Background: an optimization exercise with open tools, aiming at small area and a short achievable clock period. Do not read the settings as production practice.
RTL that was checked went through simulation tests only; none was proved equivalent to the original.
For run 1, only the layout was checked, not whether the RTL still works.
Power is estimated from default activity; no workload was simulated.

### flow/design.v
`timescale 1ns / 1ps
module rob(
    input clk,
    input reset,
    input logic [3:0] inserted,
    input logic [4:0] archReg0,
    input logic [7:0] physReg0,
    input logic [10:0] opcode0,
    input logic [4:0] archReg1,
    input logic [7:0] physReg1,
    input logic [10:0] opcode1,
    input logic [4:0] archReg2,
    input logic [7:0] physReg2,
    input logic [10:0] opcode2,
    input logic [4:0] archReg3,
    input logic [7:0] physReg3,
    input logic [10:0] opcode3,
    input logic flushInst,
    input logic [6:0] flushIndex,
    input logic exception,
    input logic [6:0] exceptionIndex,
    input logic [3:0] executed,
    input logic [6:0] executedIndex0,
    input logic [6:0] executedIndex1,
    input logic [6:0] executedIndex2,
    input logic [6:0] executedIndex3,
    output logic [2:0] numCommited,
    output logic [3:0] commitValid,
    output logic [4:0] commitArchReg0,
    output logic [7:0] commitPhysReg0,
    output logic [10:0] commitOpcode0,
    output logic [4:0] commitArchReg1,
    output logic [7:0] commitPhysReg1,
    output logic [10:0] commitOpcode1,
    output logic [4:0] commitArchReg2,
    output logic [7:0] commitPhysReg2,
    output logic [10:0] commitOpcode2,
    output logic [4:0] commitArchReg3,
    output logic [7:0] commitPhysReg3,
    output logic [10:0] commitOpcode3,
    output logic full
);
    logic [6:0] head, tail;
    logic [7:0] count;
    logic full_r;
    logic [127:0][23:0] P;      
    logic [127:0] E, OK;        
    logic [3:0] FE, FOK;        
    logic [3:0][4:0] rq;        
    logic [3:0][23:0] din;
    assign din[0] = {archReg0, physReg0, opcode0};
    assign din[1] = {archReg1, physReg1, opcode1};
    assign din[2] = {archReg2, physReg2, opcode2};
    assign din[3] = {archReg3, physReg3, opcode3};
    logic [3:0][6:0] xidx;
    assign xidx[0] = executedIndex0;
    assign xidx[1] = executedIndex1;
    assign xidx[2] = executedIndex2;
    assign xidx[3] = executedIndex3;
    logic [4:0] N;              
    logic [3:0] T;              
    always_comb begin
        T[0] = FE[0];
        T[1] = FE[0] & FE[1];
        T[2] = FE[0] & FE[1] & FE[2];
        T[3] = FE[0] & FE[1] & FE[2] & FE[3];
        N[0] = ~FE[0];
        N[1] = T[0] & ~FE[1];
        N[2] = T[1] & ~FE[2];
        N[3] = T[2] & ~FE[3];
        N[4] = T[3];
    end
    logic [3:0] H;              
    always_comb for (int b = 0; b < 4; b++) H[b] = (head[1:0] == 2'(b));
    logic [3:0] cvr;
    logic [2:0] ncr;
    logic [3:0][23:0] O;        
    assign commitValid = cvr;
    assign numCommited = ncr;
    assign full = full_r;
    assign {commitArchReg0, commitPhysReg0, commitOpcode0} = O[0];
    assign {commitArchReg1, commitPhysReg1, commitOpcode1} = O[1];
    assign {commitArchReg2, commitPhysReg2, commitOpcode2} = O[2];
    assign {commitArchReg3, commitPhysReg3, commitOpcode3} = O[3];
    logic [4:0] M;              
    always_comb begin
        case (inserted)
            4'b0000: M = 5'b00001;
            4'b0001, 4'b0010, 4'b0100, 4'b1000: M = 5'b00010;
            4'b0111, 4'b1011, 4'b1101, 4'b1110: M = 5'b01000;
            4'b1111: M = 5'b10000;
            default: M = 5'b00100;
        endcase
        if (full_r) M = 5'b00001;
    end
    logic [3:0] TL;             
    always_comb for (int b = 0; b < 4; b++) TL[b] = (tail[1:0] == 2'(b));
    logic [3:0][4:0] wrow;      
    logic [3:0][23:0] wd;       
    logic [3:0][31:0] wsel;     
    always_comb begin
        for (int b = 0; b < 4; b++) begin
            wrow[b] = tail[6:2] + {4'd0, (2'(b) < tail[1:0])};
            wd[b] = 24'd0;
            for (int k = 0; k < 4; k++)
                wd[b] = wd[b] | ({24{TL[(b - k) & 3]}} & din[k]);
            for (int r = 0; r < 32; r++)
                wsel[b][r] = ~full_r & (wrow[b] == 5'(r));
        end
    end
    logic [127:0] hitE, hitF;
    always_comb begin
        for (int i = 0; i < 128; i++) begin
            hitE[i] = 1'b0;
            for (int p = 0; p < 4; p++)
                if (executed[p] && xidx[p] == 7'(i)) hitE[i] = 1'b1;
            hitF[i] = (flushInst && flushIndex == 7'(i)) || (exception && exceptionIndex == 7'(i));
        end
    end
    logic [3:0] AE, AOK;
    logic [3:0][23:0] rdat;
    always_comb begin
        for (int b = 0; b < 4; b++) begin
            AE[b] = 1'b0;
            AOK[b] = 1'b0;
            rdat[b] = 24'd0;
            for (int r = 0; r < 32; r++) begin
                if (rq[b] == 5'(r)) begin
                    AE[b] = AE[b] | E[4*r+b];
                    AOK[b] = AOK[b] | OK[4*r+b];
                end
                rdat[b] = rdat[b] | ({24{rq[b] == 5'(r)}} & P[4*r+b]);
            end
        end
    end
    logic [7:0] SE, SOK;
    always_comb begin
        for (int j = 0; j < 4; j++) begin
            SE[j] = FE[j];
            SOK[j] = FOK[j];
            SE[4+j] = 1'b0;
            SOK[4+j] = 1'b0;
            for (int b = 0; b < 4; b++) begin
                SE[4+j] = SE[4+j] | (H[(b - j) & 3] & AE[b]);
                SOK[4+j] = SOK[4+j] | (H[(b - j) & 3] & AOK[b]);
            end
        end
    end
    logic [7:0][6:0] hp;
    logic [7:0] wrh;
    always_comb begin
        for (int j = 0; j < 8; j++) begin
            hp[j] = head + 7'(j);
            wrh[j] = ~full_r && (count <= 8'(j)) && (count + 8'd3 >= 8'(j));
        end
    end
    logic [3:0] FE_n, FOK_n;
    always_comb begin
        for (int k = 0; k < 4; k++) begin
            logic [6:0] tgt;
            logic srcE, srcOK, wr, hit, hitf;
            tgt = 7'd0;
            srcE = 1'b0;
            srcOK = 1'b0;
            wr = 1'b0;
            for (int j = 0; j < 5; j++) begin
                tgt = tgt | ({7{N[j]}} & hp[j+k]);
                srcE = srcE | (N[j] & SE[j+k]);
                srcOK = srcOK | (N[j] & SOK[j+k]);
                wr = wr | (N[j] & wrh[j+k]);
            end
            hit = 1'b0;
            for (int p = 0; p < 4; p++)
                hit = hit | (executed[p] & (xidx[p] == tgt));
            hitf = (flushInst & (flushIndex == tgt)) | (exception & (exceptionIndex == tgt));
            FE_n[k] = hit | (srcE & ~wr);
            FOK_n[k] = ~hitf & (srcOK | wr);
        end
    end
    logic [3:0] cv_n;
    always_comb begin
        cv_n[0] = FE_n[0] & FOK_n[0];
        cv_n[1] = FE_n[0] & FE_n[1] & FOK_n[1];
        cv_n[2] = FE_n[0] & FE_n[1] & FE_n[2] & FOK_n[2];
        cv_n[3] = FE_n[0] & FE_n[1] & FE_n[2] & FE_n[3] & FOK_n[3];
    end
    logic [3:0] retire_b;
    always_comb begin
        for (int b = 0; b < 4; b++) begin
            retire_b[b] = 1'b0;
            for (int k = 0; k < 4; k++)
                retire_b[b] = retire_b[b] | (H[(b - k) & 3] & T[k]);
        end
    end
    logic [4:0][6:0] tail_c;
    logic [4:0][7:0] count_c;
    logic [4:0] full_c;
    logic [8:0][7:0] cd;        
    always_comb begin
        for (int d = 0; d < 9; d++) cd[d] = count + 8'(d) - 8'd4;
        for (int j = 0; j < 5; j++) begin
            tail_c[j] = tail + 7'(j);
            count_c[j] = 8'd0;
            for (int i = 0; i < 5; i++)
                count_c[j] = count_c[j] | ({8{N[i]}} & cd[j - i + 4]);
            full_c[j] = 1'b0;
            for (int i = 0; i < 5; i++)
                full_c[j] = full_c[j] | (N[i] & (cd[j - i + 4] > 8'd124));
        end
    end
    always_ff @(posedge clk) begin
        for (int i = 0; i < 128; i++)
            if (wsel[i % 4][i / 4]) P[i] <= wd[i % 4];
    end
    always_ff @(posedge clk) begin
        for (int i = 0; i < 128; i++) begin
            if (!reset && i < 4) E[i] <= 1'b0;
            else E[i] <= hitE[i] | (E[i] & ~wsel[i % 4][i / 4]);
            OK[i] <= ~hitF[i] & (OK[i] | wsel[i % 4][i / 4]);
        end
    end
    logic [3:0][23:0] O_n;
    always_comb begin
        for (int k = 0; k < 4; k++) begin
            logic [3:0] selO, selB, selD;
            logic wr;
            wr = 1'b0;
            for (int j = 0; j < 5; j++) wr = wr | (N[j] & wrh[j+k]);
            for (int q = 0; q < 4; q++) selO[q] = (q >= k) ? (N[(q - k) % 5] & ~wr) : 1'b0;
            for (int b = 0; b < 4; b++) begin
                selB[b] = 1'b0;
                for (int j = 0; j < 5; j++)
                    if (j + k >= 4) selB[b] = selB[b] | (N[j] & H[(b - j - k) & 3]);
                selB[b] = selB[b] & ~wr;
            end
            for (int p = 0; p < 4; p++) begin
                selD[p] = 1'b0;
                for (int j = 0; j < 5; j++)
                    selD[p] = selD[p] | (N[j] & wrh[j+k] & (count[1:0] == 2'(j + k - p)));
            end
            O_n[k] = 24'd0;
            for (int q = 0; q < 4; q++) O_n[k] = O_n[k] | ({24{selO[q]}} & O[q]);
            for (int b = 0; b < 4; b++) O_n[k] = O_n[k] | ({24{selB[b]}} & rdat[b]);
            for (int p = 0; p < 4; p++) O_n[k] = O_n[k] | ({24{selD[p]}} & din[p]);
        end
    end
    always_ff @(posedge clk) O <= O_n;
    always_ff @(posedge clk) begin
        FOK <= FOK_n;
        if (!reset) begin
            head <= 7'd0;
            tail <= 7'd0;
            count <= 8'd0;
            full_r <= 1'b0;
            FE <= 4'd0;
            cvr <= 4'd0;
            ncr <= 3'd0;
            for (int b = 0; b < 4; b++) rq[b] <= 5'd1;
        end else begin
            logic [6:0] tn;
            logic [7:0] cn;
            logic fn;
            tn = 7'd0;
            cn = 8'd0;
            fn = 1'b0;
            for (int j = 0; j < 5; j++) begin
                tn = tn | ({7{M[j]}} & tail_c[j]);
                cn = cn | ({8{M[j]}} & count_c[j]);
                fn = fn | (M[j] & full_c[j]);
            end
            tail <= tn;
            count <= cn;
            full_r <= fn;
            head <= head + {4'd0, n_bin(N)};
            FE <= FE_n;
            cvr <= cv_n;
            ncr <= {2'b0, cv_n[0]} + {2'b0, cv_n[1]} + {2'b0, cv_n[2]} + {2'b0, cv_n[3]};
            for (int b = 0; b < 4; b++) rq[b] <= rq[b] + {4'd0, retire_b[b]};
        end
    end
    function automatic [2:0] n_bin(input [4:0] oh);
        n_bin = {oh[4], oh[3] | oh[2], oh[3] | oh[1]};
    endfunction
endmodule
### flow/flow/run.sh
#!/bin/bash
# The standard layout, with timing repair aimed at a slack margin of MARGIN ns
# (the clock period and constraints stay the design's).
set -euo pipefail
MARGIN=8.3
bash standard.sh SETUP_SLACK_MARGIN=$MARGIN finish > standard.log 2>&1
### flow/standard.sh
#!/bin/bash
# synth_recipe.tcl (not shown) runs the flow's synth.tcl, then flattens the netlist and writes it again
# the make line also repeats each setting of config.mk as NAME=value (left out here)
make -C /OpenROAD-flow-scripts/flow DESIGN_CONFIG=/design/flow/config.mk WORK_HOME=/design/flow/orfs CLKGATE_MAP_FILE= SYNTH_SCRIPT=/design/flow/synth_recipe.tcl "${@:-finish}"
### flow/config.mk
export PLATFORM = sky130hd
export DESIGN_NAME = rob
export DESIGN_NICKNAME = rob
export VERILOG_FILES = /design/flow/design.v
export SDC_FILE = /design/flow/constraint.sdc
export NUM_CORES = 8
export LEC_CHECK = 0
export CAP_MARGIN = 20
export CORE_MARGIN = 2
export CORE_UTILIZATION = 45
export PLACE_DENSITY = 0.6
export SLEW_MARGIN = 20
### flow/constraint.sdc
create_clock -name core_clock -period 12.0 [get_ports {clk}]
set_input_delay 2.4000 -clock core_clock [delete_from_list [all_inputs] [get_ports {clk}]]
set_output_delay 2.4000 -clock core_clock [all_outputs]
set_load 0.01 [all_outputs]
==> results of run 1 <==
==> stage by stage <==
stage	total power, µW	util, %	std cells	setup WS, ns	instance area, µm²
after CTS	31870	53.40	15730	7.273	171800
after detailed placement	20340	48.40	14860	5.300	155700
after global placement	20220	48.37	14850	5.251	155600
after floorplan	17530	-	10720	6.964	146200
==> worst min-delay path by stage <==
stage	startpoint	endpoint	slack (ns)	cells after the start
after CTS	E[59]$_DFF_P_	E[59]$_DFF_P_	0.46	2
after floorplan	E[28]$_DFF_P_	E[28]$_DFF_P_	0.43	2
after global placement	E[59]$_DFF_P_	E[59]$_DFF_P_	0.45	2
after detailed placement	E[59]$_DFF_P_	E[59]$_DFF_P_	0.45	2
==> routing by layer <==
layer	GRT usage, %	GRT overflow
met3	16.34	1
met5	1.466	0
met1	50.24	0
met4	28.65	0
met2	60.42	0
==> power by group through the flow <==
stage | clock network [µW] | registers, µW | logic, µW
4_1_cts | 11100 | 15500 | 5310
3_5_place_dp | 0 | 15700 | 4650
3_3_place_gp | 0 | 15700 | 4540
2_1_floorplan | 0 | 15400 | 2130
==> what timing repair did <==
| item | in CTS |
|---|---|
| resized for setup | 1282 |
| hold buffers | 0 |
| buffers inserted | 209 |
| endpoints found under the setup margin | 3844 |
| endpoints found under the hold margin | 0 |
| gates cloned | 19 |
| pin swaps | 85 |
==> cells by family after synthesis <==
kind of cell	synth area share, %
fa+ha+maj	0.5858
buf+inv	2.725
mux	0.4157
compound gates	17.26
simple gates	8.854
xor+xnor	1.195
flops	68.96
==> flow_summary.ini, run 1 <==
[run_status]
status = stopped before the end
stop_stage = global routing
stop_error = [ERROR GRT-0232] Routing congestion too high. Check the congestion heatmap in the GUI.

[grt]
grt_overflow = 1
grt_use_total_pct = 41.42
grt_max_degree = 65

[cts]
cts_root_buffer = clkbuf_16
cts_made_buffers = 358
clock_path_buffers = 4
htree_num_levels = 5
clock-sinks = 3482

[yosys]
postSynthCellCount = 10720
synth.largest_area_cell = edfxtp_1
synth_warnings = 1
synth_cell_types = 110
ys_seq_area_share_pct = 68.96
yosys-top-cells-area = edfxtp_1 63%, a22oi_1 10%, dfxtp_1 5.6%, nand2_1 2.0%, a221oi_1 1.7%
yosysMostFrequentCell = edfxtp_1
ys_seq_elements = 3482
synth_common_cells = 3072 x edfxtp_1, 1981 x a22oi_1, 768 x nand2_1
syn_area_mm2 = 0.1457
synth_edf_count = 3072
syn_area_per_cell_um2 = 13.59
synth_ff_type = edfxtp_1
async_flop_share_pct = 0
syn_nets = 10940
synth.top_cell.area_share_pct = 63.33

[die]
row_count = 208
die_h_um = 573.0
die_width_um = 573.0
pin_count = 254
start_util_pct = 45.28

[placement]
hpwlAfterDp_mm = 400.6
gp_congestion = 1.031
portBuffers = 253
==> run 2, diff against run 1 <==
--- a/flow/design.v
+++ b/flow/design.v
@@ -42,4 +42,5 @@
 );
     logic [6:0] head, tail;
+    logic [3:0] hhi1;           
     logic [7:0] count;
     logic full_r;
@@ -48,4 +49,6 @@
     logic [3:0] FE, FOK;        
     logic [3:0][4:0] rq;        
+    logic [3:0][3:0] rfa;       
+    logic [3:0][7:0] rfb;       
     logic [3:0][23:0] din;
     assign din[0] = {archReg0, physReg0, opcode0};
@@ -126,8 +129,6 @@
             rdat[b] = 24'd0;
             for (int r = 0; r < 32; r++) begin
-                if (rq[b] == 5'(r)) begin
-                    AE[b] = AE[b] | E[4*r+b];
-                    AOK[b] = AOK[b] | OK[4*r+b];
-                end
+                AE[b] = AE[b] | (rfa[b][r / 8] & rfb[b][r % 8] & E[4*r+b]);
+                AOK[b] = AOK[b] | (rfa[b][r / 8] & rfb[b][r % 8] & OK[4*r+b]);
                 rdat[b] = rdat[b] | ({24{rq[b] == 5'(r)}} & P[4*r+b]);
             end
@@ -151,5 +152,7 @@
     always_comb begin
         for (int j = 0; j < 8; j++) begin
-            hp[j] = head + 7'(j);
+            logic [3:0] lo;
+            lo = {1'b0, head[2:0]} + 4'(j);
+            hp[j] = {lo[3] ? hhi1 : head[6:3], lo[2:0]};
             wrh[j] = ~full_r && (count <= 8'(j)) && (count + 8'd3 >= 8'(j));
         end
@@ -185,4 +188,14 @@
         cv_n[3] = FE_n[0] & FE_n[1] & FE_n[2] & FE_n[3] & FOK_n[3];
     end
+    logic [2:0] nc_n;
+    always_comb begin
+        case (cv_n)
+            4'b0000: nc_n = 3'd0;
+            4'b0001, 4'b0010, 4'b0100, 4'b1000: nc_n = 3'd1;
+            4'b0111, 4'b1011, 4'b1101, 4'b1110: nc_n = 3'd3;
+            4'b1111: nc_n = 3'd4;
+            default: nc_n = 3'd2;
+        endcase
+    end
     logic [3:0] retire_b;
     always_comb begin
@@ -250,4 +263,5 @@
         if (!reset) begin
             head <= 7'd0;
+            hhi1 <= 4'd1;
             tail <= 7'd0;
             count <= 8'd0;
@@ -256,5 +270,9 @@
             cvr <= 4'd0;
             ncr <= 3'd0;
-            for (int b = 0; b < 4; b++) rq[b] <= 5'd1;
+            for (int b = 0; b < 4; b++) begin
+                rq[b] <= 5'd1;
+                rfa[b] <= 4'b0001;
+                rfb[b] <= 8'b00000010;
+            end
         end else begin
             logic [6:0] tn;
@@ -272,13 +290,22 @@
             count <= cn;
             full_r <= fn;
-            head <= head + {4'd0, n_bin(N)};
+            begin
+                logic [6:0] hn;
+                hn = 7'd0;
+                for (int j = 0; j < 5; j++) hn = hn | ({7{N[j]}} & hp[j]);
+                head <= hn;
+                hhi1 <= hn[6:3] + 4'd1;
+            end
             FE <= FE_n;
             cvr <= cv_n;
-            ncr <= {2'b0, cv_n[0]} + {2'b0, cv_n[1]} + {2'b0, cv_n[2]} + {2'b0, cv_n[3]};
-            for (int b = 0; b < 4; b++) rq[b] <= rq[b] + {4'd0, retire_b[b]};
-        end
-    end
-    function automatic [2:0] n_bin(input [4:0] oh);
-        n_bin = {oh[4], oh[3] | oh[2], oh[3] | oh[1]};
-    endfunction
+            ncr <= nc_n;
+            for (int b = 0; b < 4; b++) begin
+                rq[b] <= rq[b] + {4'd0, retire_b[b]};
+                if (retire_b[b]) begin
+                    rfb[b] <= {rfb[b][6:0], rfb[b][7]};
+                    if (rfb[b][7]) rfa[b] <= {rfa[b][2:0], rfa[b][3]};
+                end
+            end
+        end
+    end
 endmodule
==> flow/flow/run.sh (replaced) <==
#!/bin/bash
# The standard layout (standard.sh), with two changes to how it is made:
#  - timing repair aims at a setup slack of MARGIN ns instead of the default, so the
#    resizer keeps working on paths well inside the (unchanged) clock period;
#  - clock tree sinks are clustered in groups of up to 24 flip-flops, without dummy loads.
# The clock period and constraints are the design's; make's output goes to standard.log,
# each ORFS step's own log is under orfs/logs/.
set -euo pipefail
MARGIN=8.2
CTS="-sink_clustering_enable -repair_clock_nets -sink_clustering_size 24 -sink_clustering_max_diameter 100 -dont_use_dummy_load"
bash standard.sh SETUP_SLACK_MARGIN=$MARGIN "CTS_ARGS=$CTS" finish > standard.log 2>&1
--- a/flow/config.mk
+++ b/flow/config.mk
@@ -8,5 +8,5 @@
 export CAP_MARGIN = 20
 export CORE_MARGIN = 2
-export CORE_UTILIZATION = 45
-export PLACE_DENSITY = 0.6
+export CORE_UTILIZATION = 40
+export PLACE_DENSITY = 0.52
 export SLEW_MARGIN = 20
==> run 2 against run 1 <==
  * Now clean on timing, DRC and antenna
  * Synthesized area decreased by 0.38%
  * Synthesized cell count decreased by 3.3%
==> flow_summary.ini, run 2 <==
[sta]
worstMarginPinSlew_ns = 1.222
finalHoldViolCount = 0
skew_ns = 0.1659
setup_tns_ns = 0
setup_viol = 0
max_freq_mhz = 244.5
min_period_ns = 4.091
max-slew-margin-rel_pct = 18.53
drv_slew = 0
fin_crit_sh_pct = 34.09
rsz0062_at_grt = yes

[placement]
hpwlAfterDp_mm = 407.1
portBuffers = 253
gp_congestion = 0.9844

[pwr]
p_clk_share_pct = 24.0
p_sw_share_pct = 30.65
pwr-share-comb_pct = 20.1
p_per_area_mw_per_mm2 = 165.9
p_leak_uw = 0.05177
p_int_uw = 19150
p_switching_uw = 8462
p_seq_share_pct = 55.9
vdd.ir_drop.worst_mv = 0.1174

[die]
core_region_area_mm2 = 0.3617
die_h_um = 606.3
dieArea_mm2 = 0.3676
row_count = 221
start_util_pct = 40.12
pin_count = 254
die_width_um = 606.3

[yosys]
synth.top_cell.area_share_pct = 63.57
yosysMostFrequentCell = edfxtp_1
synth_cell_types = 109
synth_warnings = 1
synth.largest_area_cell = edfxtp_1
synth_edf_count = 3072
syn_area_per_cell_um2 = 14.00
ys_seq_elements = 3534
synth_ff_type = edfxtp_1
postSynthCellCount = 10360
synth_common_cells = 3072 x edfxtp_1, 1542 x a22oi_1, 688 x clkbuf_1
syn_nets = 10570
ys_seq_area_share_pct = 69.94
syn_area_mm2 = 0.1451
yosys-top-cells-area = edfxtp_1 64%, a22oi_1 8.0%, dfxtp_1 6.4%, a221oi_1 3.2%, a22o_1 2.7%
async_flop_share_pct = 0

[setup_path]
r2r_cells = 13
crit_buf_inv = 1
worstPathArrival_ns = 4.90
critPathRequiredTime_ns = 12.81
path_cells = buf_2, or3_1, a211o_1, nor4_1, or4_4, o32ai_4, nor4_4, ha_2, or3b_1, a31oi_1
critPathMaxStageDelay_ns = 0.40
r2r-end = ncr[1]$_SDFF_PN0_
cp_slowest_cell = or3_1
crit_family = simple AND/OR/NAND/NOR gates
crit_path_start_kind = input pin
crit_type = input pin to flip-flop
critPathCaptureType = flip-flop
r2r-start = rfb[9]$_SDFFE_PN1N_
reg2reg_setup_slack_ns = 7.95
crit_fanout = 13

[final_layout]
seq_area_mm2 = 0.1019
largestRegisters = P (3072), E (128), OK (128)
fin_nets = 10880
layout-drive-gt1-share_pct = 17.11
largest_reg_flops = 3072
layout.cells.most_common_list = 3072 x edfxtp_1, 1536 x a22oi_1, 514 x a221oi_1
multi_input_area_mm2 = 0.04397
area_growth_pct = 14.68
fill_cells = 31870
final_common_cell = edfxtp_1
final_util_pct = 46.01
largest-register = P

[cts]
cts_tree = done
clock_path_buffers = 4
clock-sinks = 3534
htree_num_levels = 4
clk_pin_slew_ns = 0.07
cts_made_buffers = 180
clk_latency_ns = 1.00
cts_root_buffer = clkbuf_16
ctsHoldBuffers = 0

[grt]
grt_max_degree = 62
grt_use_total_pct = 37.72
grt_use_met1_pct = 48.12
antenna_found_initial = 37
grt_overflow = 0
grt-busiest-layer = met2
grt_util_met3_pct = 10.93
use_met2_pct = 56.81
grt_pass1_wl_mm = 940.7
grt_pass1_vias = 104300

[run_status]
status = timing/DRC/antenna clean

[routing]
route.detailed.drc = 0
dr_total_vias = 112400
routed_via_density = 7.259
drt_iter0_markers = 21540
drt-pass1-iter-count = 15
routed_wl_mm = 720.6
detail_route.wl_per_cell_um = 46.54
drtAntennaViolNets = 0

[run]
maxCapViolations = 0

[worst_hold_path]
min-delay-start = E[57]$_DFF_P_
hold_depth = 2
hold_path_class = flip-flop to flip-flop
min_to = E[57]$_DFF_P_
==> run 2: cell count changes after synthesis, moves of 69 or more <==
cell and delta:
nand2_1 -322, buf_2 -72, a22o_1 +284, a221oi_1 +249
nand3_1 +81, nor3_1 -82, a22oi_1 -439, clkbuf_1 +69
==> run 2: how the worst max path moves through the flow <==
stage	endpoint	slack [ns]	depth (start not counted)	startpoint
2_1_floorplan	ncr[1]$_SDFF_PN0_	7.50	10	executedIndex3[5]
3_3_place_gp	ncr[0]$_SDFF_PN0_	6.12	11	executed[1]
3_5_place_dp	ncr[1]$_SDFF_PN0_	6.21	10	executed[1]
4_1_cts	ncr[1]$_SDFF_PN0_	7.94	10	flushIndex[6]
5_1_grt	ncr[1]$_SDFF_PN0_	7.80	16	count[0]$_SDFF_PN0_
6_report	ncr[1]$_SDFF_PN0_	7.91	10	executedIndex0[5]
==> run 2: area by class of cell <==
class,instances,area share (%)
clock buffers,180,2.707
diodes,24,0.03609
repair buffers,944,5.762
multi-input cells,5919,26.42
well taps,4794,3.605
inverters,90,0.2361
flip-flops and latches,3534,61.23
==> run 2: repair_timing <==
action | 4_1_cts | 5_1_grt
gates resized for setup | 1259 | 260
endpoints found under the setup margin | 3199 | 2159
cloned | 16 | 17
setup buffers | 177 | 111
pin swaps | 74 | 85
==> run 2: per-stage QoR <==
| stage | std cells | total power [µW] | hold slack (ns) | instance area, µm² | worst slack (ns) |
|---|---|---|---|---|---|
| 2_1_floorplan | 10360 | 17220 | 0.4340 | 145400 | 7.497 |
| 3_3_place_gp | 14950 | 19810 | 0.4544 | 155600 | 6.117 |
| 3_5_place_dp | 14950 | 19920 | 0.4532 | 155600 | 6.214 |
| 4_1_cts | 15330 | 26930 | 0.4648 | 163800 | 7.945 |
| 5_1_grt | 15470 | 27980 | 0.5033 | 166400 | 7.800 |
| 6_report | 15490 | 27610 | 0.4678 | 166400 | 7.909 |
==> run 2: per-layer routing <==
layer,vias to the layer above,part of all wire (%)
li1,42860,-
met4,30,7.9
met3,2259,13
met5,-,0.053
met2,9168,43
met1,58080,36
==> run 2: cell families (layout without fill, tap and decap cells) <==
kind of cell	Yosys count	count (layout)	synth area share (%)
other cells	0	24	0
compound gates	3378	3378	18.00
xor+xnor	177	177	1.088
mux	52	52	0.3725
simple gates	2237	2252	7.623
fa+ha+maj	60	60	0.5173
buf+inv	924	1214	2.455
flops	3534	3534	69.94
==> run 2: power groups by stage <==
stage / combinational, µW / sequential, µW / clock [µW]
3_5_place_dp: 4330 / 15600 / 0
3_3_place_gp: 4240 / 15600 / 0
5_1_grt: 5560 / 15400 / 6990
6_report: 5540 / 15400 / 6630
2_1_floorplan: 1920 / 15300 / 0
4_1_cts: 4950 / 15400 / 6610
==> run 2: worst min-delay path, cell delays in order, from the launching register on <==
cell and delay, ns:
dfxtp_1 0.31, o21ai_0 0.06, nand2_1 0.05
==> run 3, diff against run 2 <==
--- a/flow/design.v
+++ b/flow/design.v
@@ -44,5 +44,8 @@
     logic [3:0] hhi1;           
     logic [7:0] count;
-    logic full_r;
+    logic full_r;               
+    logic nfull_r;              
+    logic fi;
+    assign fi = ~nfull_r;
     logic [127:0][23:0] P;      
     logic [127:0] E, OK;        
@@ -78,12 +81,13 @@
     logic [3:0] cvr;
     logic [2:0] ncr;
-    logic [3:0][23:0] O;        
+    logic [3:0][23:0] Oq;       
+    logic [3:0][23:0] On;       
     assign commitValid = cvr;
     assign numCommited = ncr;
     assign full = full_r;
-    assign {commitArchReg0, commitPhysReg0, commitOpcode0} = O[0];
-    assign {commitArchReg1, commitPhysReg1, commitOpcode1} = O[1];
-    assign {commitArchReg2, commitPhysReg2, commitOpcode2} = O[2];
-    assign {commitArchReg3, commitPhysReg3, commitOpcode3} = O[3];
+    assign {commitArchReg0, commitPhysReg0, commitOpcode0} = Oq[0];
+    assign {commitArchReg1, commitPhysReg1, commitOpcode1} = Oq[1];
+    assign {commitArchReg2, commitPhysReg2, commitOpcode2} = Oq[2];
+    assign {commitArchReg3, commitPhysReg3, commitOpcode3} = Oq[3];
     logic [4:0] M;              
     always_comb begin
@@ -95,19 +99,19 @@
             default: M = 5'b00100;
         endcase
-        if (full_r) M = 5'b00001;
+        if (fi) M = 5'b00001;
     end
     logic [3:0] TL;             
     always_comb for (int b = 0; b < 4; b++) TL[b] = (tail[1:0] == 2'(b));
-    logic [3:0][4:0] wrow;      
+    logic [3:0][3:0] wa;        
+    logic [3:0][7:0] wb;        
     logic [3:0][23:0] wd;       
     logic [3:0][31:0] wsel;     
     always_comb begin
         for (int b = 0; b < 4; b++) begin
-            wrow[b] = tail[6:2] + {4'd0, (2'(b) < tail[1:0])};
             wd[b] = 24'd0;
             for (int k = 0; k < 4; k++)
                 wd[b] = wd[b] | ({24{TL[(b - k) & 3]}} & din[k]);
             for (int r = 0; r < 32; r++)
-                wsel[b][r] = ~full_r & (wrow[b] == 5'(r));
+                wsel[b][r] = ~fi & wa[b][r / 8] & wb[b][r % 8];
         end
     end
@@ -149,5 +153,5 @@
     end
     logic [7:0][6:0] hp;
-    logic [7:0] wrh;
+    logic [7:0] wrh;            
     always_comb begin
         for (int j = 0; j < 8; j++) begin
@@ -155,5 +159,4 @@
             lo = {1'b0, head[2:0]} + 4'(j);
             hp[j] = {lo[3] ? hhi1 : head[6:3], lo[2:0]};
-            wrh[j] = ~full_r && (count <= 8'(j)) && (count + 8'd3 >= 8'(j));
         end
     end
@@ -189,12 +192,42 @@
     end
     logic [2:0] nc_n;
+    logic [4:0] Nn;
     always_comb begin
-        case (cv_n)
-            4'b0000: nc_n = 3'd0;
-            4'b0001, 4'b0010, 4'b0100, 4'b1000: nc_n = 3'd1;
-            4'b0111, 4'b1011, 4'b1101, 4'b1110: nc_n = 3'd3;
-            4'b1111: nc_n = 3'd4;
-            default: nc_n = 3'd2;
-        endcase
+        Nn[0] = ~FE_n[0];
+        Nn[1] = FE_n[0] & ~FE_n[1];
+        Nn[2] = FE_n[0] & FE_n[1] & ~FE_n[2];
+        Nn[3] = FE_n[0] & FE_n[1] & FE_n[2] & ~FE_n[3];
+        Nn[4] = FE_n[0] & FE_n[1] & FE_n[2] & FE_n[3];
+        nc_n[0] = (Nn[1] & FOK_n[0])
+            | (Nn[2] & ~FOK_n[0] & FOK_n[1])
+            | (Nn[2] & FOK_n[0] & ~FOK_n[1])
+            | (Nn[3] & ~FOK_n[0] & ~FOK_n[1] & FOK_n[2])
+            | (Nn[3] & ~FOK_n[0] & FOK_n[1] & ~FOK_n[2])
+            | (Nn[3] & FOK_n[0] & ~FOK_n[1] & ~FOK_n[2])
+            | (Nn[3] & FOK_n[0] & FOK_n[1] & FOK_n[2])
+            | (Nn[4] & ~FOK_n[0] & ~FOK_n[1] & ~FOK_n[2] & FOK_n[3])
+            | (Nn[4] & ~FOK_n[0] & ~FOK_n[1] & FOK_n[2] & ~FOK_n[3])
+            | (Nn[4] & ~FOK_n[0] & FOK_n[1] & ~FOK_n[2] & ~FOK_n[3])
+            | (Nn[4] & ~FOK_n[0] & FOK_n[1] & FOK_n[2] & FOK_n[3])
+            | (Nn[4] & FOK_n[0] & ~FOK_n[1] & ~FOK_n[2] & ~FOK_n[3])
+            | (Nn[4] & FOK_n[0] & ~FOK_n[1] & FOK_n[2] & FOK_n[3])
+            | (Nn[4] & FOK_n[0] & FOK_n[1] & ~FOK_n[2] & FOK_n[3])
+            | (Nn[4] & FOK_n[0] & FOK_n[1] & FOK_n[2] & ~FOK_n[3]);
+        nc_n[1] = (Nn[2] & FOK_n[0] & FOK_n[1])
+            | (Nn[3] & ~FOK_n[0] & FOK_n[1] & FOK_n[2])
+            | (Nn[3] & FOK_n[0] & ~FOK_n[1] & FOK_n[2])
+            | (Nn[3] & FOK_n[0] & FOK_n[1] & ~FOK_n[2])
+            | (Nn[3] & FOK_n[0] & FOK_n[1] & FOK_n[2])
+            | (Nn[4] & ~FOK_n[0] & ~FOK_n[1] & FOK_n[2] & FOK_n[3])
+            | (Nn[4] & ~FOK_n[0] & FOK_n[1] & ~FOK_n[2] & FOK_n[3])
+            | (Nn[4] & ~FOK_n[0] & FOK_n[1] & FOK_n[2] & ~FOK_n[3])
+            | (Nn[4] & ~FOK_n[0] & FOK_n[1] & FOK_n[2] & FOK_n[3])
+            | (Nn[4] & FOK_n[0] & ~FOK_n[1] & ~FOK_n[2] & FOK_n[3])
+            | (Nn[4] & FOK_n[0] & ~FOK_n[1] & FOK_n[2] & ~FOK_n[3])
+            | (Nn[4] & FOK_n[0] & ~FOK_n[1] & FOK_n[2] & FOK_n[3])
+            | (Nn[4] & FOK_n[0] & FOK_n[1] & ~FOK_n[2] & ~FOK_n[3])
+            | (Nn[4] & FOK_n[0] & FOK_n[1] & ~FOK_n[2] & FOK_n[3])
+            | (Nn[4] & FOK_n[0] & FOK_n[1] & FOK_n[2] & ~FOK_n[3]);
+        nc_n[2] = (Nn[4] & FOK_n[0] & FOK_n[1] & FOK_n[2] & FOK_n[3]);
     end
     logic [3:0] retire_b;
@@ -210,4 +243,5 @@
     logic [4:0] full_c;
     logic [8:0][7:0] cd;        
+    logic [4:0][7:0] wrh_c;
     always_comb begin
         for (int d = 0; d < 9; d++) cd[d] = count + 8'(d) - 8'd4;
@@ -220,4 +254,6 @@
             for (int i = 0; i < 5; i++)
                 full_c[j] = full_c[j] | (N[i] & (cd[j - i + 4] > 8'd124));
+            for (int q = 0; q < 8; q++)
+                wrh_c[j][q] = ~full_c[j] && (count_c[j] <= 8'(q)) && (count_c[j] + 8'd3 >= 8'(q));
         end
     end
@@ -253,10 +289,13 @@
             end
             O_n[k] = 24'd0;
-            for (int q = 0; q < 4; q++) O_n[k] = O_n[k] | ({24{selO[q]}} & O[q]);
+            for (int q = 0; q < 4; q++) O_n[k] = O_n[k] | ({24{selO[q]}} & ~On[q]);
             for (int b = 0; b < 4; b++) O_n[k] = O_n[k] | ({24{selB[b]}} & rdat[b]);
             for (int p = 0; p < 4; p++) O_n[k] = O_n[k] | ({24{selD[p]}} & din[p]);
         end
     end
-    always_ff @(posedge clk) O <= O_n;
+    always_ff @(posedge clk) begin
+        Oq <= O_n;
+        On <= ~O_n;
+    end
     always_ff @(posedge clk) begin
         FOK <= FOK_n;
@@ -267,4 +306,6 @@
             count <= 8'd0;
             full_r <= 1'b0;
+            nfull_r <= 1'b1;
+            wrh <= 8'b00001111;
             FE <= 4'd0;
             cvr <= 4'd0;
@@ -274,4 +315,6 @@
                 rfa[b] <= 4'b0001;
                 rfb[b] <= 8'b00000010;
+                wa[b] <= 4'b0001;
+                wb[b] <= 8'b00000001;
             end
         end else begin
@@ -290,4 +333,11 @@
             count <= cn;
             full_r <= fn;
+            nfull_r <= ~fn;
+            begin
+                logic [7:0] wn;
+                wn = 8'd0;
+                for (int j = 0; j < 5; j++) wn = wn | ({8{M[j]}} & wrh_c[j]);
+                wrh <= wn;
+            end
             begin
                 logic [6:0] hn;
@@ -301,4 +351,15 @@
             ncr <= nc_n;
             for (int b = 0; b < 4; b++) begin
+                logic adv;
+                adv = 1'b0;
+                for (int j = 1; j < 5; j++)
+                    for (int o = 0; o < 4; o++)
+                        if (o < j) adv = adv | (M[j] & TL[(b - o) & 3]);
+                if (adv) begin
+                    wb[b] <= {wb[b][6:0], wb[b][7]};
+                    if (wb[b][7]) wa[b] <= {wa[b][2:0], wa[b][3]};
+                end
+            end
+            for (int b = 0; b < 4; b++) begin
                 rq[b] <= rq[b] + {4'd0, retire_b[b]};
                 if (retire_b[b]) begin
==> flow/flow/run.sh (replaced) <==
#!/bin/bash
# The standard layout (standard.sh), with these changes to how it is made:
#  - timing repair aims at a setup slack of MARGIN ns instead of the default, so the
#    resizer keeps working on paths well inside the (unchanged) clock period;
#  - clock tree sinks are clustered in groups of up to 24 flip-flops, without dummy loads;
#  - the port buffers are plain buffers (buf_2), which the resizer can size, rather than
#    delay cells;
#  - before detailed placement, flow/pre_dp.tcl puts each flip-flop that drives an output
#    port buffer beside that buffer.
# The clock period and constraints are the design's; make's output goes to standard.log,
# each ORFS step's own log is under orfs/logs/.
set -euo pipefail
HERE=$(pwd)
MARGIN=8.1
CTS="-sink_clustering_enable -repair_clock_nets -sink_clustering_size 24 -sink_clustering_max_diameter 100 -dont_use_dummy_load"
bash standard.sh SETUP_SLACK_MARGIN=$MARGIN "CTS_ARGS=$CTS" \
  "BUFFER_PORTS_ARGS=-buffer_cell sky130_fd_sc_hd__buf_2" \
  PRE_DETAIL_PLACE_TCL=$HERE/flow/pre_dp.tcl finish > standard.log 2>&1
==> flow/flow/pre_dp.tcl (new file) <==
# Before detailed placement: put each flip-flop that drives an output port's buffer (and
# nothing else) right beside that buffer, so the register-to-port wire is short. Detailed
# placement then legalizes the moved cells.
set block [ord::get_db_block]
set die [$block getDieArea]
set cx [expr {([$die xMin] + [$die xMax]) / 2}]
set cy [expr {([$die yMin] + [$die yMax]) / 2}]
set moved 0
foreach bt [$block getBTerms] {
  if {[$bt getIoType] != "OUTPUT"} { continue }
  set net [$bt getNet]
  if {$net == "NULL"} { continue }
  set buf ""
  foreach it [$net getITerms] { if {[$it isOutputSignal]} { set buf [$it getInst] } }
  if {$buf == ""} { continue }
  set in ""
  foreach it [$buf getITerms] { if {[$it isInputSignal]} { set in [$it getNet] } }
  if {$in == "" || $in == "NULL"} { continue }
  if {[llength [$in getITerms]] != 2 || [llength [$in getBTerms]] != 0} { continue }
  set ff ""
  foreach it [$in getITerms] { if {[$it isOutputSignal]} { set ff [$it getInst] } }
  if {$ff == "" || ![[$ff getMaster] isSequential]} { continue }
  set bl [$buf getLocation]
  set bx [lindex $bl 0]; set by [lindex $bl 1]
  set dx [expr {$cx - $bx}]; set dy [expr {$cy - $by}]
  set d [expr {sqrt(double($dx*$dx + $dy*$dy))}]
  if {$d < 1} { set d 1 }
  set step 8000.0
  set nx [expr {int($bx + $dx / $d * $step)}]
  set ny [expr {int($by + $dy / $d * $step)}]
  $ff setLocation $nx $ny
  incr moved
}
puts "pre_dp: moved $moved output flip-flops beside their port buffers"
==> flow/config.mk (replaced) <==
export PLATFORM = sky130hd
export DESIGN_NAME = rob
export DESIGN_NICKNAME = rob
export VERILOG_FILES = /design/flow/design.v
export SDC_FILE = /design/flow/constraint.sdc
export NUM_CORES = 8
export LEC_CHECK = 0
export CAP_MARGIN = 10
export CORE_MARGIN = 2
export CORE_UTILIZATION = 42
export PLACE_DENSITY = 0.55
export SLEW_MARGIN = 10
==> run 3 against run 2 <==
  * Still clean
  * Core utilization is 0.91 points higher
  * Sequential share of layout area is 1.4 points higher
  * Final cell count is 2.8% higher
  * Cell area is 0.28% higher
  * Synthesized cell count is 5.5% higher
  * Clock-buffer cell count is 5 higher
  * Worst setup slack better by 0.11 ns
  * Via count is 1.4% higher
  * Clock skew is 0.086 ns lower
  * Die area is 1.5% lower
  * Critical path type is now flip-flop to flip-flop
==> flow_summary.ini, run 3 <==
[sta]
max-slew-margin-rel_pct = 9.147
max_freq_mhz = 250.9
rsz0062_at_grt = yes
fin_crit_sh_pct = 33.21
setup_viol = 0
skew_ns = 0.08038
worstMarginPinSlew_ns = 1.352
setup_tns_ns = 0
drv_slew = 0
finalHoldViolCount = 0
min_period_ns = 3.985

[final_layout]
layout-drive-gt1-share_pct = 15.07
area_growth_pct = 11.25
layout.cells.most_common_list = 3072 x edfxtp_1, 1497 x a22oi_1, 632 x nand2_1
fin_nets = 11370
largestRegisters = P (3072), E (128), OK (128)
final_common_cell = edfxtp_1
largest_reg_flops = 3072
largest-register = P

[die]
dieArea_mm2 = 0.3619
die_h_um = 601.6
start_util_pct = 42.17
row_count = 219
pin_count = 254
die_width_um = 601.6
core_region_area_mm2 = 0.3557

[setup_path]
critPathRequiredTime_ns = 12.56
cp_slowest_cell = nand2_1
worstPathArrival_ns = 4.55
crit_path_start_kind = flip-flop
critPathMaxStageDelay_ns = 0.97
critPathCaptureType = flip-flop
cp_common_cell = buf_4
crit_type = flip-flop to flip-flop
crit_fanout = 60
path_cells = inv_1, ha_4, buf_4, buf_4, a22oi_1, nand2_1

[yosys]
synth_common_cells = 3072 x edfxtp_1, 1498 x a22oi_1, 660 x nand2_1
syn_area_per_cell_um2 = 13.72
syn_nets = 11140
synth_edf_count = 3072
synth.largest_area_cell = edfxtp_1
yosys-top-cells-area = edfxtp_1 61%, dfxtp_1 8.1%, a22oi_1 7.5%, a221oi_1 3.2%, a22o_1 2.5%
async_flop_share_pct = 0
postSynthCellCount = 10930
ys_seq_elements = 3682
synth_cell_types = 111
syn_area_mm2 = 0.1500
ys_seq_area_share_pct = 69.64
synth_ff_type = edfxtp_1
synth.top_cell.area_share_pct = 61.50
yosysMostFrequentCell = edfxtp_1
synth_warnings = 1

[cts]
ctsHoldBuffers = 0
clock-sinks = 3682
clk_pin_slew_ns = 0.09
cts_root_buffer = clkbuf_16
clk_latency_ns = 0.97
clock_path_buffers = 4
cts_made_buffers = 185
cts_tree = done
htree_num_levels = 4

[routing]
wl_met1_mm = 255.8
drt_iter0_markers = 21650
routed_wl_mm = 694.4
route.detailed.drc = 0
wl_met3_mm = 92.40
wl_met2_mm = 301.0
drt-pass1-iter-count = 24
drtAntennaViolNets = 0
dr.max_layer_used = met5
dr_total_vias = 113900
routed_via_density = 7.154
detail_route.wl_per_cell_um = 43.61

[grt]
grt_overflow = 0
antenna_found_initial = 30
grt_pass1_wl_mm = 922.2
grt_max_degree = 63
grt_use_total_pct = 37.08
grt_pass1_vias = 106000

[placement]
gp_congestion = 0.9931
portBuffers = 253
hpwlAfterDp_mm = 416.2

[pwr]
power_uw = 28090
p_leak_uw = 0.05368
p_per_area_mw_per_mm2 = 168.4
vdd.ir_drop.worst_mv = 0.1146

[run]
maxCapViolations = 0

[run_status]
status = timing/DRC/antenna clean

[worst_hold_path]
hold_path_class = flip-flop to flip-flop
==> run 3: routing by layer <==
layer  track usage [%]  up-vias
li1                  -    44210
met1             49.22    58640
met2             55.57     9226
met3             10.16     1830
met4             19.44       22
met5                 0        -
==> run 3: final timing paths <==
kind	cells after the start	slack, ns	end	start
setup / recovery	6	8.01	P[1231]$_DFFE_PP_	tail[0]$_SDFF_PN0_
hold reg to reg	2	0.48	wa[3]$_SDFFE_PN0P_	wa[3]$_SDFFE_PN0P_
setup reg to reg	6	8.01	P[1231]$_DFFE_PP_	tail[0]$_SDFF_PN0_
hold / removal	2	0.48	wa[3]$_SDFFE_PN0P_	wa[3]$_SDFFE_PN0P_
==> run 3: timing repair <==
item,4_1_cts,5_1_grt
setup buffers,98,70
pin swaps,53,48
cloned,3,1
gates resized for setup,234,170
endpoints found under the setup margin,248,353
==> run 3: critical path: cells and delay by family, from the launching register on <==
kind                     cells  cell delay (ns)
AO/OA/AOI/OAI                1             0.17
AND/OR/NAND/NOR              1             0.97
buffers and inverters        3             1.61
adder cells (fa/ha/maj)      1             0.21
flip-flops                   1             0.40
==> run 3: where the power goes <==
part | total, µW | switching (µW) | internal (µW)
combinational | 5260 | 3910 | 1350
sequential | 16000 | 458 | 15600
clock | 6810 | 4050 | 2760
total | 28100 | 8420 | 19700
==> run 3: cells by family (layout without fill, tap and decap cells) <==
group | after synthesis | count (layout) | synth area share (%)
other | 0 | 20 | 0
adders and majority gates | 62 | 62 | 0.5172
and+or+nand+nor | 2447 | 2448 | 7.944
buffers and inverters | 1109 | 1332 | 2.877
xor gates and xnor gates | 172 | 172 | 1.050
DFF | 3682 | 3682 | 69.64
AOI/OAI and AO/OA | 3369 | 3370 | 17.37
muxes | 88 | 88 | 0.5972
==> run 3: area by class of cell <==
cell class	instances	area [µm²]
Tap cell	4751	5944
Antenna cell	20	50.05
Clock buffer	185	4629
Multi-Input combinational cell	6140	44170
Sequential cell	3682	104500
Fill cell	31350	188800
Timing Repair Buffer	852	6414
Inverter	295	1157
==> run 3: through the flow <==
step	instance area [µm²]	setup slack [ns]	utilization (%)	instances	hold slack (ns)
5_1_grt	166800	8.040	46.91	15910	0.4957
2_1_floorplan	150300	7.484	-	10930	0.4450
3_3_place_gp	158500	6.721	44.56	15540	0.4551
4_1_cts	165300	7.800	46.48	15830	0.4819
3_5_place_dp	158500	6.724	44.57	15540	0.4728
6_report	166900	8.015	46.92	15930	0.4790
==> run 4, diff against run 3 <==
--- a/flow/design.v
+++ b/flow/design.v
@@ -82,5 +82,4 @@
     logic [2:0] ncr;
     logic [3:0][23:0] Oq;       
-    logic [3:0][23:0] On;       
     assign commitValid = cvr;
     assign numCommited = ncr;
@@ -289,5 +288,5 @@
             end
             O_n[k] = 24'd0;
-            for (int q = 0; q < 4; q++) O_n[k] = O_n[k] | ({24{selO[q]}} & ~On[q]);
+            for (int q = 0; q < 4; q++) O_n[k] = O_n[k] | ({24{selO[q]}} & Oq[q]);
             for (int b = 0; b < 4; b++) O_n[k] = O_n[k] | ({24{selB[b]}} & rdat[b]);
             for (int p = 0; p < 4; p++) O_n[k] = O_n[k] | ({24{selD[p]}} & din[p]);
@@ -296,5 +295,4 @@
     always_ff @(posedge clk) begin
         Oq <= O_n;
-        On <= ~O_n;
     end
     always_ff @(posedge clk) begin
--- a/flow/flow/pre_dp.tcl
+++ b/flow/flow/pre_dp.tcl
@@ -1,4 +1,4 @@
-# Before detailed placement: put each flip-flop that drives an output port's buffer (and
-# nothing else) right beside that buffer, so the register-to-port wire is short. Detailed
+# Before detailed placement: put each flip-flop that drives an output port's buffer right
+# beside that buffer, so the register-to-port wire is short. Detailed
 # placement then legalizes the moved cells.
 set block [ord::get_db_block]
@@ -17,5 +17,5 @@
   foreach it [$buf getITerms] { if {[$it isInputSignal]} { set in [$it getNet] } }
   if {$in == "" || $in == "NULL"} { continue }
-  if {[llength [$in getITerms]] != 2 || [llength [$in getBTerms]] != 0} { continue }
+  if {[llength [$in getBTerms]] != 0} { continue }
   set ff ""
   foreach it [$in getITerms] { if {[$it isOutputSignal]} { set ff [$it getInst] } }
==> run 4 against run 3 <==
  * Now fails the layout checks on antenna rules
  * Clock-buffer cell count shrank 2
  * Fmax shrank 0.11%
  * Core utilization is essentially flat
  * Sequential share of layout area grew 0.15 points
  * Clock power shrank 1%
  * Register-to-register slack gained 0.02 ns
  * Die area shrank 1.9%
  * Sequential power shrank 3%
  * Combinational power shrank 1%
  * First-iteration DRC count grew 12%
  * Worst hold slack lost 0.0091 ns
  * Largest power group unchanged
  * Highest routed layer unchanged
==> flow_summary.ini, run 4 <==
[yosys]
async_flop_share_pct = 0
postSynthCellCount = 10560
synth_edf_count = 3072
syn_area_mm2 = 0.1472
synth_ff_type = edfxtp_1
synth_cell_types = 101
ys_seq_area_share_pct = 69.67
yosysMostFrequentCell = edfxtp_1
synth_common_cells = 3072 x edfxtp_1, 1718 x a22oi_1, 677 x clkbuf_1
yosys-top-cells-area = edfxtp_1 63%, a22oi_1 8.8%, dfxtp_1 7.0%, a221oi_1 3.1%, a22o_1 2.6%
synth.top_cell.area_share_pct = 62.68
synth.largest_area_cell = edfxtp_1
ys_seq_elements = 3586
syn_area_per_cell_um2 = 13.93
syn_nets = 10770
synth_warnings = 1

[pwr]
p_per_area_mw_per_mm2 = 167.4
pwr-share-comb_pct = 19.0
p_clk_share_pct = 24.5
vdd.ir_drop.worst_mv = 0.1167
p_seq_share_pct = 56.5
p_int_uw = 19280
p_leak_uw = 0.05225
p_sw_share_pct = 29.70
p_switching_uw = 8143

[routing]
drtAntennaViolNets = 1
drt_iter0_markers = 24200
route.detailed.drc = 0
dr_total_vias = 113100
detail_route.wl_per_cell_um = 44.83
routed_wl_mm = 690.8
drt-pass1-iter-count = 14
routed_via_density = 7.342

[sta]
rsz0062_at_grt = yes
drv_slew = 0
worstMarginPinSlew_ns = 1.397
max_freq_mhz = 250.6
setup_viol = 0
max-slew-margin-rel_pct = 6.859
finalHoldViolCount = 0
skew_ns = 0.1373
setup_tns_ns = 0
min_period_ns = 3.990
fin_crit_sh_pct = 33.25

[grt]
grt_use_total_pct = 37.61
grt_overflow = 0
grt_max_degree = 65
antenna_found_initial = 64
grt_pass1_wl_mm = 916.4
grt_pass1_vias = 104300

[run_status]
status = failed layout checks
so_faults = antenna rules

[cts]
clk_pin_slew_ns = 0.10
clk_latency_ns = 0.98
ctsHoldBuffers = 0
cts_tree = done
cts_root_buffer = clkbuf_16
clock_path_buffers = 4
cts_made_buffers = 183
htree_num_levels = 4
clock-sinks = 3586

[final_layout]
fin_nets = 10970
largest-register = P
layout.cells.non_filler = 15410
fill_cells = 30360
largestRegisters = P (3072), E (128), OK (128)
layout-drive-gt1-share_pct = 15.69
seq_area_mm2 = 0.1028
final_common_cell = edfxtp_1
multi_input_area_mm2 = 0.04338
area_growth_pct = 11.29
layout.cells.most_common_list = 3072 x edfxtp_1, 1715 x a22oi_1, 587 x nand2_1
largest_reg_flops = 3072

[setup_path]
critPathCaptureType = flip-flop
critPathMaxStageDelay_ns = 1.09
crit_buf_inv = 1
crit_path_start = executedIndex3[4]
crit_fanout = 13
r2r-start = count[2]$_SDFF_PN0_
crit_family = simple AND/OR/NAND/NOR gates
worstPathArrival_ns = 4.86
cp_slowest_cell = nor3_1
path_cells = buf_2, nor3_1, and2_1, a22oi_1, a31oi_1
crit_path_start_kind = input pin
crit_type = input pin to flip-flop
critPathRequiredTime_ns = 12.87

[die]
die_h_um = 596.0
row_count = 217
pin_count = 254
die_width_um = 596.0
core_region_area_mm2 = 0.3492
start_util_pct = 42.15
dieArea_mm2 = 0.3552

[placement]
portBuffers = 253
hpwlAfterDp_mm = 404.1
place_inst = 15000
gp_congestion = 0.9577

[run]
maxCapViolations = 0

[worst_hold_path]
min-delay-start = wa[10]$_SDFFE_PN0P_
hold_path_class = flip-flop to flip-flop
[run 4: area by class of cell]
cell class	count	share of cell area [%]
well taps	4599	3.513
clock buffers	183	2.796
multi-input cells	5962	26.48
flip-flops and latches	3586	62.77
inverters	193	0.4660
repair buffers	836	3.896
diodes	50	0.07639
[run 4: worst paths after layout]
check	slack, ns	cells after the start	to
setup reg to reg	8.03	16	wrh[5]$_SDFF_PN0_
hold / removal	0.47	2	wa[11]$_SDFFE_PN0P_
setup / recovery	8.01	5	E[2]$_SDFF_PN0_
hold reg to reg	0.47	2	wa[11]$_SDFFE_PN0P_
[run 4: tightest hold or removal path, delay by kind of cell, from the launching register on]
| family | cells | cell delay (ns) |
|---|---|---|
| simple gates | 1 | 0.06 |
| flops | 1 | 0.32 |
| compound gates | 1 | 0.06 |
[run 4: through the flow]
step                      instance area (µm²)  hold slack, ns  setup slack [ns]  power (µW)  utilization [%]
after floorplan                        147500          0.4450             7.455       17780                -
after global placement                 155700          0.4593             6.314       19910            44.58
after detailed placement               155700          0.4624             6.303       20090            44.58
after CTS                              162400          0.4624             8.044       26970            46.51
after global routing                   163700          0.5013             7.933       27910            46.88
final                                  163800          0.4699             8.010       27420            46.91
[run 4: kinds of logic (layout without fill, tap and decap cells)]
group	after synthesis	in the layout	share of synthesized area (%)
DFF	3586	3586	69.67
AOI/OAI and AO/OA	3286	3286	17.46
and+or+nand+nor	2328	2330	7.846
buffers and inverters	1016	1212	2.671
xor gates and xnor gates	190	190	1.177
muxes	94	94	0.6478
adders and majority gates	62	62	0.5271
other	0	50	0
[run 4: timing repair]
item,in CTS,in global routing
pin swaps,26,36
buffers inserted,101,64
gates cloned,1,4
endpoints found under the setup margin,256,356
gates resized for setup,417,133
hold endpoints to repair,0,0
[run 4: metal layers]
metal	wire length, µm	track usage (%)	share of wire (%)	vias up
met5	540	0.7302	0.078	-
met4	45340	19.36	6.6	32
met3	98550	11.17	14	2106
met2	293900	55.23	43	10230
met1	252500	50.41	37	57620
li1	-	-	-	43150
[run 4: power by group through the flow]
stage	logic, µW	clock network (µW)	registers, µW
floorplan	2210	0	15600
global placement	4190	0	15700
detailed placement	4350	0	15700
CTS	4800	6700	15500
global route	5300	7070	15500
finish	5200	6720	15500
==> run 5, diff against run 4 <==
--- a/flow/design.v
+++ b/flow/design.v
@@ -51,5 +51,4 @@
     logic [127:0] E, OK;        
     logic [3:0] FE, FOK;        
-    logic [3:0][4:0] rq;        
     logic [3:0][3:0] rfa;       
     logic [3:0][7:0] rfb;       
@@ -78,5 +77,4 @@
     end
     logic [3:0] H;              
-    always_comb for (int b = 0; b < 4; b++) H[b] = (head[1:0] == 2'(b));
     logic [3:0] cvr;
     logic [2:0] ncr;
@@ -101,5 +99,4 @@
     end
     logic [3:0] TL;             
-    always_comb for (int b = 0; b < 4; b++) TL[b] = (tail[1:0] == 2'(b));
     logic [3:0][3:0] wa;        
     logic [3:0][7:0] wb;        
@@ -134,5 +131,5 @@
                 AE[b] = AE[b] | (rfa[b][r / 8] & rfb[b][r % 8] & E[4*r+b]);
                 AOK[b] = AOK[b] | (rfa[b][r / 8] & rfb[b][r % 8] & OK[4*r+b]);
-                rdat[b] = rdat[b] | ({24{rq[b] == 5'(r)}} & P[4*r+b]);
+                rdat[b] = rdat[b] | ({24{rfa[b][r / 8] & rfb[b][r % 8]}} & P[4*r+b]);
             end
         end
@@ -300,4 +297,6 @@
         if (!reset) begin
             head <= 7'd0;
+            H <= 4'b0001;
+            TL <= 4'b0001;
             hhi1 <= 4'd1;
             tail <= 7'd0;
@@ -310,5 +309,4 @@
             ncr <= 3'd0;
             for (int b = 0; b < 4; b++) begin
-                rq[b] <= 5'd1;
                 rfa[b] <= 4'b0001;
                 rfb[b] <= 8'b00000010;
@@ -329,4 +327,15 @@
             end
             tail <= tn;
+            for (int b = 0; b < 4; b++) begin
+                logic tl, hh;
+                tl = 1'b0;
+                hh = 1'b0;
+                for (int j = 0; j < 5; j++) begin
+                    tl = tl | (M[j] & TL[(b - j) & 3]);
+                    hh = hh | (N[j] & H[(b - j) & 3]);
+                end
+                TL[b] <= tl;
+                H[b] <= hh;
+            end
             count <= cn;
             full_r <= fn;
@@ -360,5 +369,4 @@
             end
             for (int b = 0; b < 4; b++) begin
-                rq[b] <= rq[b] + {4'd0, retire_b[b]};
                 if (retire_b[b]) begin
                     rfb[b] <= {rfb[b][6:0], rfb[b][7]};
--- a/flow/flow/run.sh
+++ b/flow/flow/run.sh
@@ -7,5 +7,6 @@
 #    delay cells;
 #  - before detailed placement, flow/pre_dp.tcl puts each flip-flop that drives an output
-#    port buffer beside that buffer.
+#    port buffer beside that buffer;
+#  - up to 15 rounds of antenna repair after detailed routing (default 5).
 # The clock period and constraints are the design's; make's output goes to standard.log,
 # each ORFS step's own log is under orfs/logs/.
@@ -16,3 +17,3 @@
 bash standard.sh SETUP_SLACK_MARGIN=$MARGIN "CTS_ARGS=$CTS" \
   "BUFFER_PORTS_ARGS=-buffer_cell sky130_fd_sc_hd__buf_2" \
-  PRE_DETAIL_PLACE_TCL=$HERE/flow/pre_dp.tcl finish > standard.log 2>&1
+  PRE_DETAIL_PLACE_TCL=$HERE/flow/pre_dp.tcl MAX_REPAIR_ANTENNAS_ITER_DRT=15 finish > standard.log 2>&1
--- a/flow/config.mk
+++ b/flow/config.mk
@@ -6,7 +6,7 @@
 export NUM_CORES = 8
 export LEC_CHECK = 0
-export CAP_MARGIN = 10
+export CAP_MARGIN = 20
 export CORE_MARGIN = 2
 export CORE_UTILIZATION = 42
 export PLACE_DENSITY = 0.55
-export SLEW_MARGIN = 10
+export SLEW_MARGIN = 20
==> run 5 against run 4 <==
  * The run now finishes clean
  * Total power fell by 5.7%
  * Clock-buffer cell count fell by 5
  * Synthesized cell count rose by 1.3%
  * Sequential power fell by 3%
  * Critical path type is now flip-flop to flip-flop
  * Critical endpoint is now Oq[9]$_DFF_P_
  * Largest power group unchanged
  * Highest routed layer unchanged
==> flow_summary.ini, run 5 <==
[run_status]
status = timing/DRC/antenna clean

[pwr]
p_per_area_mw_per_mm2 = 159.0
vdd.ir_drop.worst_mv = 0.1299
p_leak_uw = 0.05246

[yosys]
postSynthCellCount = 10700
synth_edf_count = 3072
ys_seq_area_share_pct = 69.43
synth_ff_type = edfxtp_1
yosys-top-cells-area = edfxtp_1 63%, a22oi_1 8.2%, dfxtp_1 6.8%, a221oi_1 3.3%, a22o_1 3.0%
synth-compound-area-share_pct = 17.66
ys_seq_elements = 3572
synthSimpleGateAreaFrac_pct = 7.953
synth_cell_types = 104
synth_xor_area_share_pct = 1.007
synthAdderAreaFrac_pct = 0.4078
synth.mux.area_fraction_pct = 0.5148
async_flop_share_pct = 0
synth.top_cell.area_share_pct = 62.64
syn_nets = 10890
synth.largest_area_cell = edfxtp_1
syn_area_mm2 = 0.1473
synth_common_cells = 3072 x edfxtp_1, 1612 x a22oi_1, 779 x clkbuf_1
yosysMostFrequentCell = edfxtp_1
synth_top_family_by_area = compound AO/OA/AOI/OAI gates
synth_warnings = 1
syn_area_per_cell_um2 = 13.77

[placement]
gp_congestion = 0.9733
portBuffers = 253
placed_area_mm2 = 0.1544
hpwlAfterDp_mm = 388.9
pre_cts_ws_ns = 6.369

[sta]
min_period_ns = 4.060
finalHoldViolCount = 0
worstMarginPinSlew_ns = 1.366
rsz0062_at_grt = yes
skew_ns = 0.09260
max_freq_mhz = 246.3
setup_viol = 0
max-slew-margin-rel_pct = 8.902
finalWorstSetupSlack_ns = 7.940
setup_tns_ns = 0
drv_slew = 0
fin_crit_sh_pct = 33.83

[die]
dieArea_mm2 = 0.3554
die_h_um = 596.2
pin_count = 254
die_width_um = 596.2
row_count = 217
start_util_pct = 42.18
core_region_area_mm2 = 0.3492

[final_layout]
fin_nets = 10950
largestRegisters = P (3072), E (128), OK (128)
layout-drive-gt1-share_pct = 15.89
largest-register = P
fill_cells = 30590
final_common_cell = edfxtp_1
largest_reg_flops = 3072
stdcell_area_mm2 = 0.1627
area_growth_pct = 10.44
layout.cells.most_common_list = 3072 x edfxtp_1, 1610 x a22oi_1, 610 x nand2_1

[setup_path]
crit_path_start_kind = flip-flop
worstPathArrival_ns = 4.56
reg2reg_setup_slack_ns = 7.94
r2r-end = Oq[9]$_DFF_P_
r2r-start = rfa[12]$_SDFFE_PN1P_
critPathCaptureType = flip-flop
r2r_cells = 9
critPathRequiredTime_ns = 12.50
crit_type = flip-flop to flip-flop
crit_fanout = 24

[grt]
grt_use_met1_pct = 49.22
use_met2_pct = 56.17
grt_pass1_vias = 103700
grt_max_degree = 68
grt_overflow = 0
grt_use_total_pct = 37.58
grt-busiest-layer = met2
antenna_found_initial = 73
grt_util_met3_pct = 11.91
grt_pass1_wl_mm = 914.8

[routing]
drt-pass1-iter-count = 12
routed_via_density = 7.330
routed_wl_mm = 691.6
drt_iter0_markers = 21360
route.detailed.drc = 0
detail_route.wl_per_cell_um = 44.88
dr_total_vias = 113000
drtAntennaViolNets = 0

[worst_hold_path]
hold_depth = 2
hold_path_class = flip-flop to flip-flop
min-delay-start = wa[2]$_SDFFE_PN0P_
min_to = wa[2]$_SDFFE_PN0P_

[run]
maxCapViolations = 0

[cts]
ctsHoldBuffers = 0
cts_root_buffer = clkbuf_16
htree_num_levels = 4
clock_path_buffers = 4
clk_latency_ns = 0.96
cts_tree = done
cts_made_buffers = 178
clk_pin_slew_ns = 0.08
clock-sinks = 3572
run 5: cell types whose count changed in the layout (fill, tap and decap cells not counted), sizes merged, moves of 24 or more:
cell | before | now
nand3 | 360 | 501
a22o | 431 | 498
a22oi | 1718 | 1612
nand4 | 339 | 255
a221oi | 516 | 550
mux2i | 87 | 60
o22ai | 31 | 65
inv | 161 | 191
xor2 | 66 | 42
buf | 832 | 807
nor2 | 528 | 414
and2 | 47 | 165
nand2 | 608 | 660
run 5: cell families after synthesis:
group	Yosys count
buffers and inverters	1150
DFF	3572
and+or+nand+nor	2374
adders and majority gates	48
muxes	74
xor gates and xnor gates	159
AOI/OAI and AO/OA	3319
run 5: cell type report:
class	instances	area (µm²)	share of cell area [%]
clock buffer	178	4454	2.738
timing repair buffer	817	6245	3.839
sequential	3572	102500	63.03
tap	4599	5754	3.538
multi-input combinational	5975	42660	26.23
inverter	212	879.6	0.5408
antenna	58	145.1	0.08923
run 5: worst max-delay path by stage:
stage | start | endpoint | slack [ns] | cells past startpoint
after floorplan | inserted[1] | wa[4]$_SDFFE_PN1P_ | 7.29 | 14
after global placement | inserted[1] | wa[14]$_SDFFE_PN0P_ | 6.31 | 11
after detailed placement | inserted[1] | wa[14]$_SDFFE_PN0P_ | 6.37 | 11
after CTS | executedIndex0[4] | ncr[0]$_SDFF_PN0_ | 8.08 | 11
after global routing | count[1]$_SDFF_PN0_ | wrh[5]$_SDFF_PN0_ | 7.98 | 15
final | rfa[12]$_SDFFE_PN1P_ | Oq[9]$_DFF_P_ | 7.94 | 9
run 5: timing repair:
action | CTS | global route
endpoints found under the setup margin | 250 | 117
buffers inserted | 85 | 76
cloned | 3 | 4
pin swaps | 50 | 62
gates resized for setup | 361 | 185
run 5: critical path, cell delays in order, from the launching register on:
cell	delay [ns]
dfxtp_1	0.50
and2_1	0.25
buf_4	0.32
a22o_1	0.33
a221oi_1	0.21
nand3_1	0.17
or4_4	0.66
a22o_1	0.26
a221oi_1	0.27
nand4_1	0.66
run 5: report_power, final:
group	internal, µW	switching, µW
Sequential	14600	479
Combinational	1180	3010
Clock	2660	3920
Total	18500	7410
run 5: stage by stage:
stage	power, µW	instances	hold WS [ns]	utilization [%]
after floorplan	17050	10700	0.4450	-
after global placement	18800	15000	0.4648	44.20
after detailed placement	18950	15000	0.4693	44.22
after CTS	25470	15270	0.4830	46.08
after global routing	26380	15380	0.5145	46.56
final	25870	15410	0.4842	46.59
run 5: routing by layer:
layer,routed length (µm),vias to the layer above
met3,95950,2151
met2,298100,9631
met4,44970,32
li1,-,43120
met5,398,-
met1,252100,58020

[static timing again, ports no longer ideal]
Ports are ideal in the flow. The routed layouts listed here were re-timed in OpenROAD.
Step 1 (the two cells are an assumption about what drives the block):
set clk [get_ports {clk}]
set_driving_cell -lib_cell sky130_fd_sc_hd__clkbuf_16 $clk
set_driving_cell -lib_cell sky130_fd_sc_hd__buf_2 [delete_from_list [all_inputs] $clk]
Step 2 times the ports against the registers' clock, not the clock port: input delays grow and output delays shrink by t, the midpoint of the rising clock arrivals with the driver on.
a / b / c = ideal ports / drivers / drivers and shift; a / b = the first two.
run	shift t [ns]	slack for setup (ns)	worst hold slack (ns)	worst register clock-pin slew, ns	pins driven straight from the clock port
run 2	1.027	7.909 / 7.808 / 6.931	0.468 / 0.468 / 0.468	0.11 / 0.11	1
run 3	1.055	8.015 / 8.015 / 7.080	0.479 / 0.479 / 0.479	0.10 / 0.10	1
run 4	1.022	8.010 / 7.972 / 7.083	0.470 / 0.470 / 0.470	0.11 / 0.11	1
run 5	1.027	7.940 / 7.940 / 6.993	0.484 / 0.484 / 0.484	0.11 / 0.11	1
The setup slack of run 2, which loses most, moves by -0.101 ns with the drivers and by -0.978 ns with both steps.
